This is an optimization exercise on Yosys and OpenROAD, whose aim is small area, not a production implementation. RTL that was checked went through simulation tests only; none was proved equivalent to the original. No activity file was given, so power comes from the tool's default toggle rates.

## job 101
Design HR_estimator, start of the top module:
module HR_estimator #(
        parameter CLK_FREQ = 200,
        parameter NUM_PEAKS = 4
)(
    input  wire        clk,
    input  wire        rst,
    input  wire        sample_en,
    input  signed [7:0] Xin,
    output wire [31:0] bpm
);
Settings: LEC_CHECK=0, CAP_MARGIN=20, CORE_MARGIN=2, CORE_UTILIZATION=45, PLACE_DENSITY=0.6, SLEW_MARGIN=20; clock period 650.0 ns.
run.sh (not shown) runs the stock make flow with config.mk's settings and CLKGATE_MAP_FILE= SYNTH_SCRIPT=/design/flow/synth_recipe.tcl, a recipe that flattens the netlist after the stock synthesis.
Modified inputs, job 102 compared to job 101
--- a/flow/config.mk
+++ b/flow/config.mk
@@ -10,2 +10,3 @@
 export CORE_UTILIZATION = 45
+export CTS_BUF_LIST = sky130_fd_sc_hd__clkbuf_4
 export PLACE_DENSITY = 0.6
[summary]
Looking at total stage count of the critical path across job 102 and job 101, the one that comes out lower is job 102.
STATUS final clock skew: job 102 loses against job 101
Job 102 vs. job 101: internal power consumption went down 5.0%; share of post-route cells with drive strength above 1 moved up; max-slew violation count ~0 delta; required time of the critical path fell 130.66 ns; design area shows a reduction of about 0.7%.
Going from job 101 to job 102, total power shrinks by 4.1%.
Summary — clock power, job 102 relative to job 101: lower, by about 10%.
[job 102] global-route usage rose 0.55 points relative to job 101
Job 102: number of clock buffer instances in the layout about 180% above job 101
No run of this note included a check of the RTL's function; only the layout flow was run.

---

HR_estimator, a different RTL version from the one above (not shown whole).
Size: about 43 I/O pins, ~34000 sq um of cells after synthesis.
Settings: LEC_CHECK=0, CAP_MARGIN=20, CORE_MARGIN=2, CORE_UTILIZATION=45, CTS_BUF_LIST=sky130_fd_sc_hd__clkbuf_8, CTS_CLUSTER_DIAMETER=50, CTS_CLUSTER_SIZE=20, PLACE_DENSITY=0.6, SLEW_MARGIN=20; clock period 650.0 ns.
Rerun with:
Settings changed: CTS_BUF_LIST sky130_fd_sc_hd__clkbuf_8 to sky130_fd_sc_hd__clkbuf_16, CTS_CLUSTER_DIAMETER 50 to 60, CTS_CLUSTER_SIZE 20 to 40.
After rerunning: Cell count goes down by 1.6%; register-to-register slack loses 40 ps; utilization is higher by 0.27 points; hold slack is worse by 8.3 ps; die area does not change; critical path depth is unchanged; sequential cell count is unchanged; routed wire length went down by 0.85%; worst setup slack is worse by 57 ps; via count drops by 1.4%; combinational power barely changes.

---

Another version of the RTL of HR_estimator (not shown whole).
Size in the first run: ~2400 cells after synthesis, about 43 I/O pins.
export LEC_CHECK = 0
export CAP_MARGIN = 20
export CORE_MARGIN = 2
export CORE_UTILIZATION = 45
export CTS_BUF_LIST = sky130_fd_sc_hd__clkbuf_8
export CTS_CLUSTER_DIAMETER = 50
export CTS_CLUSTER_SIZE = 20
export PLACE_DENSITY = 0.6
export SLEW_MARGIN = 20
create_clock -name core_clock -period 650.0 [get_ports {clk}]
standard.sh (not shown) runs the stock make flow with config.mk's settings and CLKGATE_MAP_FILE= SYNTH_SCRIPT=/design/flow/synth_recipe.tcl, a recipe that flattens the netlist after the stock synthesis.
==> flow/flow/run.sh <==
#!/bin/bash
# The standard layout (standard.sh, which runs the ORFS flow unchanged),
# with two settings passed through the environment:
#  - the clock tree is built without dummy loads (CTS -dont_use_dummy_load);
#  - ports are buffered with the smallest buffer.
# Each tool's full output goes to standard_run.log in this folder.
set -euo pipefail
export CTS_ARGS="-sink_clustering_enable -repair_clock_nets -dont_use_dummy_load -sink_clustering_size 16 -sink_clustering_max_diameter 35 -buf_list {sky130_fd_sc_hd__clkbuf_8}"
export BUFFER_PORTS_ARGS="-buffer_cell sky130_fd_sc_hd__buf_1"
bash standard.sh > standard_run.log 2>&1
The starting point finished with timing, DRC and antenna clean.
Then changed:
--- a/flow/flow/run.sh
+++ b/flow/flow/run.sh
@@ -8 +8 @@
-export CTS_ARGS="-sink_clustering_enable -repair_clock_nets -dont_use_dummy_load -sink_clustering_size 16 -sink_clustering_max_diameter 35 -buf_list {sky130_fd_sc_hd__clkbuf_8}"
+export CTS_ARGS="-sink_clustering_enable -repair_clock_nets -dont_use_dummy_load -sink_clustering_size 30 -sink_clustering_max_diameter 30 -buf_list {sky130_fd_sc_hd__clkbuf_16}"
First-iteration DRC count rises by 6.3%.
Final cell count rises by 0.52%.
Final area rises by 5.7%.
Worst hold slack improves by 4.2 ps.
Sequential power is about the same.
Then changed:
--- a/flow/flow/run.sh
+++ b/flow/flow/run.sh
@@ -8 +8 @@
-export CTS_ARGS="-sink_clustering_enable -repair_clock_nets -dont_use_dummy_load -sink_clustering_size 30 -sink_clustering_max_diameter 30 -buf_list {sky130_fd_sc_hd__clkbuf_16}"
+export CTS_ARGS="-sink_clustering_enable -repair_clock_nets -dont_use_dummy_load -sink_clustering_size 12 -sink_clustering_max_diameter 30 -buf_list {sky130_fd_sc_hd__clkbuf_4 sky130_fd_sc_hd__clkbuf_8} -sink_clustering_buffer sky130_fd_sc_hd__clkbuf_4 -tree_buf sky130_fd_sc_hd__clkbuf_8 -root_buf sky130_fd_sc_hd__clkbuf_8"
What happened: Wire length goes down by a few percent; clock-buffer cell count rose by 4; worst setup slack got worse by 11 ps; non-clock buffer count does not change; global-route usage decreases by 0.35 points.
Then changed:
--- a/flow/flow/run.sh
+++ b/flow/flow/run.sh
@@ -8 +8 @@
-export CTS_ARGS="-sink_clustering_enable -repair_clock_nets -dont_use_dummy_load -sink_clustering_size 12 -sink_clustering_max_diameter 30 -buf_list {sky130_fd_sc_hd__clkbuf_4 sky130_fd_sc_hd__clkbuf_8} -sink_clustering_buffer sky130_fd_sc_hd__clkbuf_4 -tree_buf sky130_fd_sc_hd__clkbuf_8 -root_buf sky130_fd_sc_hd__clkbuf_8"
+export CTS_ARGS="-sink_clustering_enable -repair_clock_nets -dont_use_dummy_load -sink_clustering_size 20 -sink_clustering_max_diameter 50 -buf_list sky130_fd_sc_hd__clkbuf_8"
What happened:
- routed wire length came out lower by about 0.7%
- final cell count came out lower by about 2%
- worst hold slack is worse by 48 ps
- setup slack gets worse by 7.0 ps
- maximum frequency is about the same
- utilization barely changes
- design area is about the same
- clock power went down by about 2%
No functional check of the RTL was part of any run of this note.

## what the ideal ports hide
No port has a modelled driver above. Below, the same layouts with a new extraction and two added sets of constraints. Step 1 sets driving cells, clkbuf_16 on the clock port and buf_2 on the other inputs (assumed; they add their load-dependent delay and slew). Step 2 also shifts input and output timing later by t, the mid clock arrival at the registers, as if the neighbouring blocks saw the same clock. Three values: no drivers, after step 1, after step 2; two values: the first two.
run	t (ns)	slack for setup (ns)	worst data-port slew with drivers (ns)
job 101	0.791	517.336 / 517.379 / 516.588	0.10
job 102	1.233	517.745 / 517.682 / 516.600	0.10
the first run of note 2	0.770	516.697 / 516.700 / 515.930	0.05
the second run of note 2	0.709	516.640 / 516.648 / 515.940	0.05
the first run of note 3	0.781	517.826 / 517.863 / 517.082	0.03
the second run of note 3	0.722	517.821 / 517.858 / 517.136	0.03
the third run of note 3	0.770	517.810 / 517.848 / 517.077	0.03
the fourth run of note 3	0.719	517.803 / 517.840 / 517.121	0.03
After both steps setup and hold are still met in every run listed. The setup slack of job 102, which loses most, moves by -0.063 ns with the drivers and by -1.145 ns with both steps.
